What follows belongs to an exercise in optimizing a design on an open flow for small area; a production flow would make more cautious choices.
The RTL was checked by simulation tests, not by an equivalence proof against the original design.
No driver is modelled on the clock port, so clocking that relies on it looks cheaper here than on a real chip.
Power figures rest on the tool's default switching activity, not on a simulated workload.

## build 42
==> flow/design.v (excerpt) <==
module FSM_top(emerg_in, g_f, f_f, s_f, emerg_out, motor, reset, clk, seg, next_LED, an);
Settings: LEC_CHECK=0, CAP_MARGIN=0, CORE_MARGIN=2, CORE_UTILIZATION=40, SLEW_MARGIN=0; clock period 10.0 ns.
standard.sh (not shown) runs the stock make flow with config.mk's settings and CLKGATE_MAP_FILE= SYNTH_SCRIPT=/design/flow/synth_recipe.tcl, a recipe that flattens the netlist after the stock synthesis.
==> flow/flow/run.sh <==
#!/bin/bash
# Own layout flow: the standard ORFS flow (standard.sh) with
#  - synthesis: the standard script, but no adder extraction (ADDER_MAP_FILE empty) and an
#    area-oriented ABC script for the final mapping (flow/synth_wrap.tcl). Synthesis is run
#    once with each flow/abc_*.script and the script giving the smallest cell area is kept;
#  - port buffers: buf_1 instead of the default choice;
set -euo pipefail
W=$(cd "$(dirname "${BASH_SOURCE[0]}")/.." && pwd)
cd "$W"
export FLOW_SYNTH_TCL="$W/synth_recipe.tcl"
SYNTH_ARGS=(SYNTH_SCRIPT="$W/flow/synth_wrap.tcl" ADDER_MAP_FILE=)
STAT="$W/orfs/reports/${FLOW_PLATFORM:-sky130hd}/FSM_top/base/synth_stat.txt"

best=""
best_area=""
for s in "$W"/flow/abc_*.script; do
  name=$(basename "$s" .script)
  rm -rf "$W/orfs"
  if AREA_ABC_SCRIPT="$s" bash standard.sh "${SYNTH_ARGS[@]}" synth > "$W/synth_$name.log" 2>&1; then
    area=$(awk '/Chip area for module/ {print $NF}' "$STAT" | tail -1)
    echo "$name: $area" >> "$W/synth_choice.log"
    if [[ -n "$area" ]] && { [[ -z "$best" ]] || awk -v a="$area" -v b="$best_area" 'BEGIN { exit !(a < b) }'; }; then
      best="$s"
      best_area="$area"
    fi
  else
    echo "$name: failed" >> "$W/synth_choice.log"
  fi
done
[[ -n "$best" ]] || best="$W/flow/abc_a5.script"
echo "chosen: $(basename "$best") $best_area" >> "$W/synth_choice.log"

rm -rf "$W/orfs"
export MANUAL_CLKBUF=sky130_fd_sc_hd__clkbuf_16 MANUAL_CLK_GROUPS=1
AREA_ABC_SCRIPT="$best" bash standard.sh "${SYNTH_ARGS[@]}" \
  BUFFER_PORTS_ARGS="-buffer_cell sky130_fd_sc_hd__buf_1" \
  PRE_CTS_TCL="$W/flow/clock_buffers.tcl" CTS_ARGS="-clk_nets clk" \
  finish > "$W/flow_standard.log" 2>&1
==> flow/flow/clock_buffers.tcl <==
# Clock buffering by hand (run as ORFS's PRE_CTS_TCL hook; clock_tree_synthesis is then
# told to build on the clock port's net only, which it skips as it has one sink): the clock
# sinks are split into MANUAL_CLK_GROUPS groups by position (k-means), each group is driven
# by one MANUAL_CLKBUF buffer at its centroid, and, with MANUAL_CLK_ROOT set, the clock port
# drives one root buffer of that cell which drives the group buffers.
set block [ord::get_db_block]
set master [[ord::get_db] findMaster $::env(MANUAL_CLKBUF)]
set k $::env(MANUAL_CLK_GROUPS)
set clknet [$block findNet clk]
set sinks {}
foreach it [$clknet getITerms] {
  set bb [[$it getInst] getBBox]
  lappend sinks [list $it [expr {([$bb xMin] + [$bb xMax]) / 2.0}] [expr {([$bb yMin] + [$bb yMax]) / 2.0}]]
}
set sinks [lsort -real -index 1 $sinks]
set n [llength $sinks]
# start centres: spread along x
set cs {}
for {set i 0} {$i < $k} {incr i} {
  set s [lindex $sinks [expr {int(($i + 0.5) * $n / $k)}]]
  lappend cs [list [lindex $s 1] [lindex $s 2]]
}
for {set iter 0} {$iter < 50} {incr iter} {
  set groups {}
  for {set i 0} {$i < $k} {incr i} { lappend groups {} }
  foreach s $sinks {
    set best 0; set bd 1e30
    for {set i 0} {$i < $k} {incr i} {
      set c [lindex $cs $i]
      set d [expr {abs([lindex $s 1] - [lindex $c 0]) + abs([lindex $s 2] - [lindex $c 1])}]
      if {$d < $bd} { set bd $d; set best $i }
    }
    lset groups $best [concat [lindex $groups $best] [list $s]]
  }
  set ncs {}
  for {set i 0} {$i < $k} {incr i} {
    set g [lindex $groups $i]
    if {[llength $g] == 0} { lappend ncs [lindex $cs $i]; continue }
    set sx 0; set sy 0
    foreach s $g { set sx [expr {$sx + [lindex $s 1]}]; set sy [expr {$sy + [lindex $s 2]}] }
    lappend ncs [list [expr {$sx / [llength $g]}] [expr {$sy / [llength $g]}]]
  }
  set cs $ncs
}
set rootnet $clknet
if {[info exists ::env(MANUAL_CLK_ROOT)] && $::env(MANUAL_CLK_ROOT) ne ""} {
  set rootnet [odb::dbNet_create $block clknet_root]
  $rootnet setSigType CLOCK
  set root [odb::dbInst_create $block [[ord::get_db] findMaster $::env(MANUAL_CLK_ROOT)] clkbuf_root]
  [$root findITerm A] connect $clknet
  [$root findITerm X] connect $rootnet
  set sx 0; set sy 0
  foreach c $cs { set sx [expr {$sx + [lindex $c 0]}]; set sy [expr {$sy + [lindex $c 1]}] }
  $root setLocation [expr {int($sx / $k)}] [expr {int($sy / $k)}]
  $root setPlacementStatus PLACED
}
for {set i 0} {$i < $k} {incr i} {
  set g [lindex $groups $i]
  if {[llength $g] == 0} { continue }
  set net [odb::dbNet_create $block clknet_leaf_$i]
  $net setSigType CLOCK
  foreach s $g { set it [lindex $s 0]; $it disconnect; $it connect $net }
  set buf [odb::dbInst_create $block $master clkbuf_leaf_$i]
  [$buf findITerm A] connect $rootnet
  [$buf findITerm X] connect $net
  set c [lindex $cs $i]
  $buf setLocation [expr {int([lindex $c 0])}] [expr {int([lindex $c 1])}]
  $buf setPlacementStatus PLACED
  puts "clock buffer $i: [llength $g] sinks"
}
Other scripts of this flow, unchanged in this note and not shown: flow/flow/abc_a11.script, flow/flow/abc_a5.script, flow/flow/abc_d3.script, flow/flow/abc_d7.script, flow/flow/abc_d8.script, flow/flow/abc_d9.script, flow/flow/synth_wrap.tcl
For build 89, these inputs were changed with respect to build 42:
- an added PLACE_DENSITY of 0.85
- a change of CORE_UTILIZATION from 40 to 70
--- a/flow/flow/run.sh
+++ b/flow/flow/run.sh
@@ -33,3 +33,3 @@
 rm -rf "$W/orfs"
-export MANUAL_CLKBUF=sky130_fd_sc_hd__clkbuf_16 MANUAL_CLK_GROUPS=1
+export MANUAL_CLKBUF=sky130_fd_sc_hd__buf_12 MANUAL_CLK_GROUPS=1
 AREA_ABC_SCRIPT="$best" bash standard.sh "${SYNTH_ARGS[@]}" \
--- outcome ---
All of build 42 and build 89 finish clean. Comparing build 89 against build 42, there is no change at all in number of cells on the critical path. Final weighted congestion of routability-driven global placement: build 89 vs build 42 up 0.046. Build 42 -> build 89: reported net switching power increased by a few percent. In the reports for build 42 and build 89, the larger global routing met2 resource utilization belongs to build 89. Delta (build 89 minus build 42): required time at the endpoint of the critical path did not really move; slew at the pin with the worst max-slew slack now sits lower; power drawn by the combinational cells grew by about 1%.
Changes in build 49 relative to build 89:
- CORE_UTILIZATION: 70 -> 40
- SLEW_MARGIN: 0 -> 20
- PLACE_DENSITY: 0.85 -> unset
- CAP_MARGIN: 0 -> 20
--- a/flow/flow/run.sh
+++ b/flow/flow/run.sh
@@ -6,2 +6,4 @@
 #  - port buffers: buf_1 instead of the default choice;
+#  - CTS: clkbuf_4 clock buffers and no dummy loads.
+# Each run's output goes to a log in the work folder (ORFS's own logs are under orfs/logs).
 set -euo pipefail
@@ -33,3 +35,3 @@
 rm -rf "$W/orfs"
-export MANUAL_CLKBUF=sky130_fd_sc_hd__buf_12 MANUAL_CLK_GROUPS=1
+export MANUAL_CLKBUF=sky130_fd_sc_hd__clkbuf_8 MANUAL_CLK_GROUPS=2 MANUAL_CLK_ROOT=sky130_fd_sc_hd__clkbuf_1
 AREA_ABC_SCRIPT="$best" bash standard.sh "${SYNTH_ARGS[@]}" \
==> run notes <==
- Global-route track usage on met1 (higher): build 89
- Summary of build 49 over build 89: number of slew-limit violations in the final report stayed essentially flat; clock share of power went up.

-- static timing again, ports no longer ideal --
How much do the figures lean on ideal ports? The routed layouts below were timed once more, with nothing changed but the port constraints. Step 1 (the two cells are an assumption about what drives the block):
set clk [get_ports {clk}]
set_driving_cell -lib_cell sky130_fd_sc_hd__clkbuf_16 $clk
set_driving_cell -lib_cell sky130_fd_sc_hd__buf_2 [delete_from_list [all_inputs] $clk]
Step 2 moves the port delays by t, midway between the first and last clock arrival at a register: inputs arrive t later, outputs are due t later. That takes back most of the time a late clock gives input paths. Three values: ideal, step 1, step 2; two values: the first two.
| run | t, ns | setup slack, ns | worst setup path after step 2 | clock arrival spread, ns |
|---|---|---|---|---|
| build 42 | 0.199 | 6.250 / 6.220 / 6.419 | register to output | 0.005 / 0.004 |
| build 89 | 0.176 | 6.279 / 6.248 / 6.424 | register to output | 0.003 / 0.003 |
| build 49 | 0.394 | 6.063 / 6.040 / 6.434 | register to output | 0.013 / 0.013 |
After both steps every run listed still meets setup and hold.
